From an optimization exercise on the open Yosys and OpenROAD flow, aimed at small area; shortcuts taken in it are not production practice.
RTL that was checked went through simulation tests only; none was proved equivalent to the original.
The flow treats the clock pin as an ideal source. Dropping or thinning the clock tree relies on that and would not hold on a real chip.
No activity file was given, so power comes from the tool's default toggle rates.

==> flow/design.v (excerpt) <==
module simple_spi_wb_bridge (
    input wire clk,
    input wire rst,
    input wire spi_sclk,
    input wire spi_mosi,
    output wire spi_miso,
    input wire spi_cs_n,
    output reg [15:0] wb_adr_o,
    output wire [7:0] wb_dat_o,
    input wire [7:0] wb_dat_i,
    output wire wb_we_o,
    output wire wb_cyc_o,
    output wire wb_stb_o,
    input wire wb_ack_i
);
==> flow/config.mk <==
export PLATFORM = sky130hd
export DESIGN_NAME = simple_spi_wb_bridge
export DESIGN_NICKNAME = simple_spi_wb_bridge
export VERILOG_FILES = /design/flow/design.v
export SDC_FILE = /design/flow/constraint.sdc
export NUM_CORES = 4
export LEC_CHECK = 0
export CAP_MARGIN = 20
export CORE_MARGIN = 2
export CORE_UTILIZATION = 40
export SLEW_MARGIN = 20
==> flow/constraint.sdc <==
create_clock -name core_clock -period 5.0 [get_ports {clk}]
set_input_delay 1.0000 -clock core_clock [delete_from_list [all_inputs] [get_ports {clk}]]
set_output_delay 1.0000 -clock core_clock [all_outputs]
set_load 0.01 [all_outputs]
run.sh (not shown) runs the stock make flow with config.mk's settings and CLKGATE_MAP_FILE= SYNTH_SCRIPT=/design/flow/synth_recipe.tcl, a recipe that flattens the netlist after the stock synthesis.
Next try:
==> flow/flow/run.sh (new file) <==
#!/bin/bash
# Standard layout, with the port buffers made from the smallest buffer cell.
set -o pipefail
bash standard.sh finish "BUFFER_PORTS_ARGS=-buffer_cell sky130_fd_sc_hd__buf_1" > standard.log 2>&1
==> flow/standard.sh (new file) <==
#!/bin/bash
# synth_recipe.tcl (not shown) runs the flow's synth.tcl, then flattens the netlist and writes it again
# the make line also repeats each setting of config.mk as NAME=value (left out here)
make -C /OpenROAD-flow-scripts/flow DESIGN_CONFIG=/design/flow/config.mk WORK_HOME=/design/flow/orfs CLKGATE_MAP_FILE= SYNTH_SCRIPT=/design/flow/synth_recipe.tcl "${@:-finish}"
removed: flow/run.sh
=>
- The new run produced a clean layout
- first-iteration DRC count does not change
- count of clock-buffer cells in the layout stays the same
- clock skew went down by 0.0043 ns
- synthesized area does not change
- via count went down slightly
- total power goes down by a few percent
- worst setup slack improves by 0.39 ns
Function was not checked in any run of this note: the RTL went through the layout flow alone.

== fjord ==
simple_spi_wb_bridge, a different RTL version from the one above (not shown whole).
For scale: about 88 cells after synthesis, ~42 I/O pins.
Settings: LEC_CHECK=0, CAP_MARGIN=20, CORE_MARGIN=2, CORE_UTILIZATION=40, SLEW_MARGIN=20; clock period 5.0 ns.
standard.sh (not shown) runs the stock make flow with config.mk's settings and CLKGATE_MAP_FILE= SYNTH_SCRIPT=/design/flow/synth_recipe.tcl, a recipe that flattens the netlist after the stock synthesis.
==> flow/flow/run.sh <==
#!/bin/bash
# Standard layout, with the port buffers made from the smallest buffer cell
# and a one-level clock tree without dummy loads.
set -o pipefail
bash standard.sh finish \
  "BUFFER_PORTS_ARGS=-buffer_cell sky130_fd_sc_hd__buf_1" \
  "CTS_ARGS=-sink_clustering_enable -repair_clock_nets -dont_use_dummy_load -root_buf sky130_fd_sc_hd__clkbuf_8 -buf_list sky130_fd_sc_hd__clkbuf_8 -sink_clustering_size 50 -sink_clustering_max_diameter 300" \
  > standard.log 2>&1
fjord reached the end of the flow, and the finished layout is clean on the timing, DRC and antenna checks.
Changes in maple relative to fjord:
==> flow/flow/run.sh <==
#!/bin/bash
# Standard layout, with the port buffers made from the smallest buffer cell.
set -o pipefail
bash standard.sh finish "BUFFER_PORTS_ARGS=-buffer_cell sky130_fd_sc_hd__buf_1" > standard.log 2>&1
### Flow results
- maple reached the end of the flow, and the finished layout is clean on the timing, DRC and antenna checks.
- NOTE: share of total power in combinational logic in maple exceeds that of fjord
- maple vs fjord, clock network power share went down by 4.1 points.
- In the final reports, the cell area of maple is smaller than that of fjord.
- The run showing the greater amount of wire on met3 after detailed routing is maple.
--- input diff maple..quartz ---
==> flow/flow/run.sh <==
#!/bin/bash
# The standard layout (standard.sh), with three changes:
# - synthesis maps the combinational logic with an area-oriented abc script
#   (flow/synth.tcl, flow/area.abc); registers are mapped as in the standard
#   synthesis;
# - the port buffers are the smallest buffer cell;
# - the clock tree gets no dummy loads.
# Each tool's log is in orfs/logs/; make's own output is in standard.log.
set -o pipefail
here=$(pwd)
export AREA_ABC_SCRIPT=$here/flow/area.abc
bash standard.sh finish \
  "SYNTH_SCRIPT=$here/flow/synth.tcl" \
  "AREA_ABC_SCRIPT=$here/flow/area.abc" \
  "BUFFER_PORTS_ARGS=-buffer_cell sky130_fd_sc_hd__buf_1" \
  "CTS_ARGS=-sink_clustering_enable -repair_clock_nets -dont_use_dummy_load" \
  > standard.log 2>&1
==> flow/flow/area.abc (new file) <==
strash
balance
rewrite
refactor
balance
rewrite
rewrite -z
balance
refactor -z
rewrite -z
balance
balance
rewrite
refactor
balance
rewrite
rewrite -z
balance
refactor -z
rewrite -z
balance
dch -f
amap
topo
==> flow/flow/synth.tcl (new file) <==
# The standard synthesis (synth_recipe.tcl), with the combinational logic
# mapped by an area-oriented abc script. Registers are mapped by dfflibmap
# before abc runs, exactly as in the standard synthesis.
proc synth {args} { yosys synth -nofsm -noshare {*}$args }
proc abc {args} {
  set i [lsearch -exact $args -script]
  if {$i >= 0} { set args [lreplace $args $i [expr {$i + 1}] -script $::env(AREA_ABC_SCRIPT)] }
  yosys abc {*}$args
}
source $::env(SCRIPTS_DIR)/synth.tcl
# left out here: clear keep_hierarchy, flatten, clean up, hide names made inside functions, write 1_2_yosys.v
Results
- There was hardly any difference in final global-route overflow total between maple and quartz.
- quartz vs. maple: global-route met1 utilization increased by 2.1 points relative to the old numbers, clock skew flat.
- quartz vs. maple: highest cell delay on the worst timing path up 20 ps, share of flip-flops with an asynchronous set or reset after synthesis flat.
Modified inputs, amber compared to quartz
==> flow/flow/run.sh <==
#!/bin/bash
# Standard layout, with the port buffers made from the smallest buffer cell
# and no dummy loads on the clock tree.
set -o pipefail
bash standard.sh finish \
  "BUFFER_PORTS_ARGS=-buffer_cell sky130_fd_sc_hd__buf_1" \
  "CTS_ARGS=-sink_clustering_enable -repair_clock_nets -dont_use_dummy_load" \
  > standard.log 2>&1
removed: flow/flow/area.abc
removed: flow/flow/synth.tcl
Findings:
- Both conditions hold for amber: the flow ran to the end and the final layout passed the timing, DRC and antenna checks.
- Measured against quartz, the maximum vdd ir drop of amber comes out at 0.826 times the reference value.
- Core utilization: amber lower than quartz
- quartz → amber: post-synthesis to final-layout area growth has decreased; synthesized cell count has increased.

simple_spi_wb_bridge, a different RTL version from the one above (not shown whole).
Size in the first run: about 81 cells after synthesis, about 35 flip-flops, ~42 I/O pins.
Settings: LEC_CHECK=0, CAP_MARGIN=20, CORE_MARGIN=2, CORE_UTILIZATION=40, PLACE_DENSITY=0.9, SLEW_MARGIN=20; clock period 5.0 ns.
==> flow/flow/run.sh <==
#!/bin/bash
# The standard layout (standard.sh), with these changes:
# - synthesis maps the combinational logic with an area-oriented abc script
#   (flow/synth.tcl, flow/area.abc); registers are mapped as in the standard
#   synthesis;
# - the port buffers are the smallest buffer cell;
# - the clock tree is three buffers driven by the clock port, each driving a
#   third of the registers (flow/clock_tree.tcl).
# Each tool's log is in orfs/logs/; make's own output is in standard.log.
set -o pipefail
here=$(pwd)
export AREA_ABC_SCRIPT=$here/flow/area.abc
export CLK_BUF=sky130_fd_sc_hd__buf_4
export CLK_BUF_COUNT=3
bash standard.sh finish \
  "SYNTH_SCRIPT=$here/flow/synth.tcl" \
  "AREA_ABC_SCRIPT=$here/flow/area.abc" \
  "BUFFER_PORTS_ARGS=-buffer_cell sky130_fd_sc_hd__buf_1" \
  "PRE_CTS_TCL=$here/flow/clock_tree.tcl" \
  > standard.log 2>&1
Other scripts of this flow, unchanged in this note and not shown: flow/flow/area.abc, flow/flow/clock_tree.tcl, flow/flow/synth.tcl
Edit:
Settings changed: CAP_MARGIN 20 to 0, CORE_UTILIZATION 40 to 70, GPL_TIMING_DRIVEN from default to 0, PLACE_DENSITY 0.9 to 0.85, SLEW_MARGIN 20 to 0.
Combinational power grows by about 3%.
Utilization grows by 37 points.
Hold slack degrades by 0.010 ns.
Sequential power hardly moves.
Worst setup slack degrades by 0.14 ns.
Final area shrinks by 0.96%.
Power grows by 0.86%.
Sequential cell count does not change.
Register-to-register slack degrades by 0.47 ns.
In every run of this note, the design's own scripts or RTL, not TritonCTS, make the clock network.

== v57 ==
simple_spi_wb_bridge again, from the RTL that the note above started with.
Settings: LEC_CHECK=0, CAP_MARGIN=20, CORE_AREA=2 2 62 62, DIE_AREA=0 0 64 64, SLEW_MARGIN=20; clock period 5.0 ns.
==> flow/flow/run.sh <==
#!/bin/bash
# The standard layout (standard.sh), with these changes:
# - synthesis maps the combinational logic with an area-oriented abc script,
#   without the adder step
#   (flow/synth.tcl, flow/area.abc); registers are mapped as in the standard
#   synthesis;
# - the port buffers are the smallest buffer cell;
# - the clock tree is three buffers driven by the clock port, each driving a
#   third of the registers (flow/clock_tree.tcl).
# Each tool's log is in orfs/logs/; make's own output is in standard.log.
set -o pipefail
here=$(pwd)
export AREA_ABC_SCRIPT=$here/flow/area.abc
export CLK_BUF=sky130_fd_sc_hd__buf_4
export CLK_BUF_COUNT=3
bash standard.sh finish \
  "SYNTH_SCRIPT=$here/flow/synth.tcl" \
  "AREA_ABC_SCRIPT=$here/flow/area.abc" \
  "BUFFER_PORTS_ARGS=-buffer_cell sky130_fd_sc_hd__buf_1" \
  "PRE_CTS_TCL=$here/flow/clock_tree.tcl" \
  > standard.log 2>&1
==> flow/flow/area.abc <==
strash
balance
rewrite
refactor
balance
rewrite
rewrite -z
balance
refactor -z
rewrite -z
balance
dch -f
amap -F 20 -A 30 -C 5000
topo
==> flow/flow/clock_tree.tcl <==
# Clock tree made by hand, in place of clock_tree_synthesis (run as the
# PRE_CTS_TCL hook of ORFS's cts.tcl). The clock port drives CLK_BUF_COUNT
# buffers of type CLK_BUF; each drives the registers of one horizontal band
# of the placement and is placed at their centroid (legalised afterwards by
# cts.tcl's detailed_placement). All registers are one buffer from the port.
set block [ord::get_db_block]
set clknet [[$block findBTerm clk] getNet]
set master [[ord::get_db] findMaster $::env(CLK_BUF)]
set n $::env(CLK_BUF_COUNT)
set sinks {}
foreach it [$clknet getITerms] {
  set b [[$it getInst] getBBox]
  lappend sinks [list $it [$b xMin] [$b yMin]]
}
set sinks [lsort -integer -index 2 $sinks]
set total [llength $sinks]
for {set k 0} {$k < $n} {incr k} {
  set lo [expr {$k * $total / $n}]
  set hi [expr {($k + 1) * $total / $n - 1}]
  set group [lrange $sinks $lo $hi]
  set buf [odb::dbInst_create $block $master clkbuf_$k]
  set net [odb::dbNet_create $block clk_buf_$k]
  $net setSigType CLOCK
  set sx 0; set sy 0
  foreach s $group {
    set it [lindex $s 0]
    $it disconnect
    $it connect $net
    incr sx [lindex $s 1]; incr sy [lindex $s 2]
  }
  [$buf findITerm A] connect $clknet
  [$buf findITerm X] connect $net
  set cnt [llength $group]
  $buf setLocation [expr {$sx / $cnt}] [expr {$sy / $cnt}]
  $buf setPlacementStatus PLACED
  puts "clock_tree.tcl: [$buf getName] ($::env(CLK_BUF)) drives $cnt registers"
}
# cts.tcl calls clock_tree_synthesis next: the tree is already built.
rename clock_tree_synthesis {}
proc clock_tree_synthesis {args} {
  puts "clock_tree.tcl: clock tree built by hand, clock_tree_synthesis skipped"
  set_propagated_clock [all_clocks]
}
==> flow/flow/synth.tcl <==
# The standard synthesis (synth_recipe.tcl), with the combinational logic
# mapped by an area-oriented abc script, and without ORFS's adder step (which
# maps adders to half-adder cells before abc, out of abc's reach). Registers
# are mapped by dfflibmap before abc runs, exactly as in the standard
# synthesis.
proc synth {args} { yosys synth -nofsm -noshare {*}$args }
proc abc {args} {
  set i [lsearch -exact $args -script]
  if {$i >= 0} { set args [lreplace $args $i [expr {$i + 1}] -script $::env(AREA_ABC_SCRIPT)] }
  yosys abc {*}$args
}
set ::env(ADDER_MAP_FILE) ""
source $::env(SCRIPTS_DIR)/synth.tcl
# left out here: clear keep_hierarchy, flatten, clean up, hide names made inside functions, write 1_2_yosys.v
### v57 -> v20
# v57
export LEC_CHECK = 0
export CAP_MARGIN = 20
export CORE_AREA = 2 2 62 62
export DIE_AREA = 0 0 64 64
export SLEW_MARGIN = 20
create_clock -name core_clock -period 5.0 [get_ports {clk}]
# v20
export LEC_CHECK = 0
export CAP_MARGIN = 0
export CORE_MARGIN = 2
export CORE_UTILIZATION = 70
export PLACE_DENSITY = 0.85
export SLEW_MARGIN = 0
create_clock -name core_clock -period 5.0 [get_ports {clk}]
-- flow/flow/run.sh --
<<< v57, line 2
# The standard layout (standard.sh), with these changes:
# - synthesis maps the combinational logic with an area-oriented abc script,
#   without the adder step
#   (flow/synth.tcl, flow/area.abc); registers are mapped as in the standard
>>> v20, line 2
# The standard layout (standard.sh), with these changes:
# - synthesis maps the combinational logic with an area-oriented abc script
#   (flow/synth.tcl, flow/area.abc); registers are mapped as in the standard
-- flow/flow/area.abc --
<<< v57, line 11
balance
dch -f
amap -F 20 -A 30 -C 5000
topo
>>> v20, line 11
balance
balance
rewrite
refactor
balance
rewrite
rewrite -z
balance
refactor -z
rewrite -z
balance
dch -f
amap
topo
==> flow/flow/synth.tcl <==
# The standard synthesis (synth_recipe.tcl), with the combinational logic
# mapped by an area-oriented abc script. Registers are mapped by dfflibmap
# before abc runs, exactly as in the standard synthesis.
proc synth {args} { yosys synth -nofsm -noshare {*}$args }
proc abc {args} {
  set i [lsearch -exact $args -script]
  if {$i >= 0} { set args [lreplace $args $i [expr {$i + 1}] -script $::env(AREA_ABC_SCRIPT)] }
  yosys abc {*}$args
}
source $::env(SCRIPTS_DIR)/synth.tcl
# left out here: clear keep_hierarchy, flatten, clean up, hide names made inside functions, write 1_2_yosys.v
Notes after the runs:
Per the comparison of v20 with v57, cell area after layout has remained practically unchanged, sequential share of layout area flat, total chip power shows no meaningful change, average wire length per cell after detail routing now sits higher, total routed wire length on the met1 layer has decreased.
Diff v20..v57 | worst hold slack | negligible
Edits applied to the flow inputs when going from v20 to v19:
# v20
export LEC_CHECK = 0
export CAP_MARGIN = 0
export CORE_MARGIN = 2
export CORE_UTILIZATION = 70
export PLACE_DENSITY = 0.85
export SLEW_MARGIN = 0
create_clock -name core_clock -period 5.0 [get_ports {clk}]
# v19
export LEC_CHECK = 0
export CAP_MARGIN = 20
export CORE_MARGIN = 2
export CORE_UTILIZATION = 40
export SLEW_MARGIN = 20
create_clock -name core_clock -period 5.0 [get_ports {clk}]
==> flow/flow/run.sh <==
#!/bin/bash
# The standard layout (standard.sh), with three changes:
# - synthesis maps the combinational logic with an area-oriented abc script
#   (flow/synth.tcl, flow/area.abc); registers are mapped as in the standard
#   synthesis;
# - the port buffers are the smallest buffer cell;
# - the clock tree gets no dummy loads.
# Each tool's log is in orfs/logs/; make's own output is in standard.log.
set -o pipefail
here=$(pwd)
export AREA_ABC_SCRIPT=$here/flow/area.abc
bash standard.sh finish \
  "SYNTH_SCRIPT=$here/flow/synth.tcl" \
  "AREA_ABC_SCRIPT=$here/flow/area.abc" \
  "BUFFER_PORTS_ARGS=-buffer_cell sky130_fd_sc_hd__buf_1" \
  "CTS_ARGS=-sink_clustering_enable -repair_clock_nets -dont_use_dummy_load" \
  > standard.log 2>&1
removed: flow/flow/clock_tree.tcl
Notes after the runs:
Comparing v20 with v19, the setup slack came out essentially unchanged.
Between v20 and v19, the horizontal extent of the die is higher for v19.
Summary of v19 over v20: switching power summed over all nets higher, area added between synthesis and finish grew by 2.8 points, instance area at placement rose by 1.3%.
Between v20 and v19, the difference in share of cell area taken by multi-input logic gates is negligible.
On maximum achievable frequency, v19 tracks v20 almost exactly.
v19 vs v20 — clock group share of total power rose 4.4 points.
Delta(transition time at the pin with the least slew margin, v19 - v20) > 0
In v57 and v20 the design's own scripts or RTL, not TritonCTS, make the clock network.

==> re-timing with driven ports <==
Ports are ideal in the flow. The routed layouts listed here were re-timed in OpenROAD.
Step 1: set_driving_cell puts a clkbuf_16 on clk and a buf_2 on each other input, an assumption about the parent block.
Step 2 adds t to the input delays and takes it off the output delays; t is the mean of the earliest and latest rising clock arrival at the registers after step 1. Input paths then give back, and output paths get back, about the clock's delay inside the block.
Slacks: ideal ports / drivers / drivers and shift; pairs: ideal ports / drivers.
| run | t, ns | setup slack, ns | worst setup path after step 2 | slew at the worst register clock pin (ns) | worst slew at a driven data input, ns |
|---|---|---|---|---|---|
| the first run of note 1 | 0.340 | 2.392 / 2.371 / 2.307 | input to register | 0.10 / 0.10 | 0.03 |
| the second run of note 1 | 0.347 | 2.779 / 2.757 / 2.704 | input to register | 0.10 / 0.10 | 0.03 |
| fjord | 0.292 | 2.963 / 2.941 / 2.889 | input to register | 0.06 / 0.06 | 0.03 |
| maple | 0.343 | 2.890 / 2.871 / 2.900 | input to register | 0.10 / 0.10 | 0.03 |
| quartz | 0.338 | 2.439 / 2.417 / 2.641 | input to register | 0.10 / 0.10 | 0.04 |
| amber | 0.339 | 2.908 / 2.887 / 2.897 | input to register | 0.10 / 0.10 | 0.03 |
| the first run of note 3 | 0.172 | 2.797 / 2.808 / 2.635 | input to register | 0.11 / 0.11 | 0.03 |
| the second run of note 3 | 0.173 | 2.662 / 2.668 / 2.495 | input to register | 0.11 / 0.11 | 0.03 |
| v57 | 0.175 | 2.592 / 2.560 / 2.669 | input to register | 0.11 / 0.11 | 0.03 |
| v20 | 0.171 | 2.772 / 2.779 / 2.608 | input to register | 0.10 / 0.10 | 0.03 |
| v19 | 0.338 | 2.770 / 2.749 / 2.668 | input to register | 0.11 / 0.11 | 0.03 |
After both steps every run listed still meets setup and hold. For the second run of note 3, which loses most, drivers alone change the setup slack by +0.006 ns; drivers and shift together by -0.167 ns.
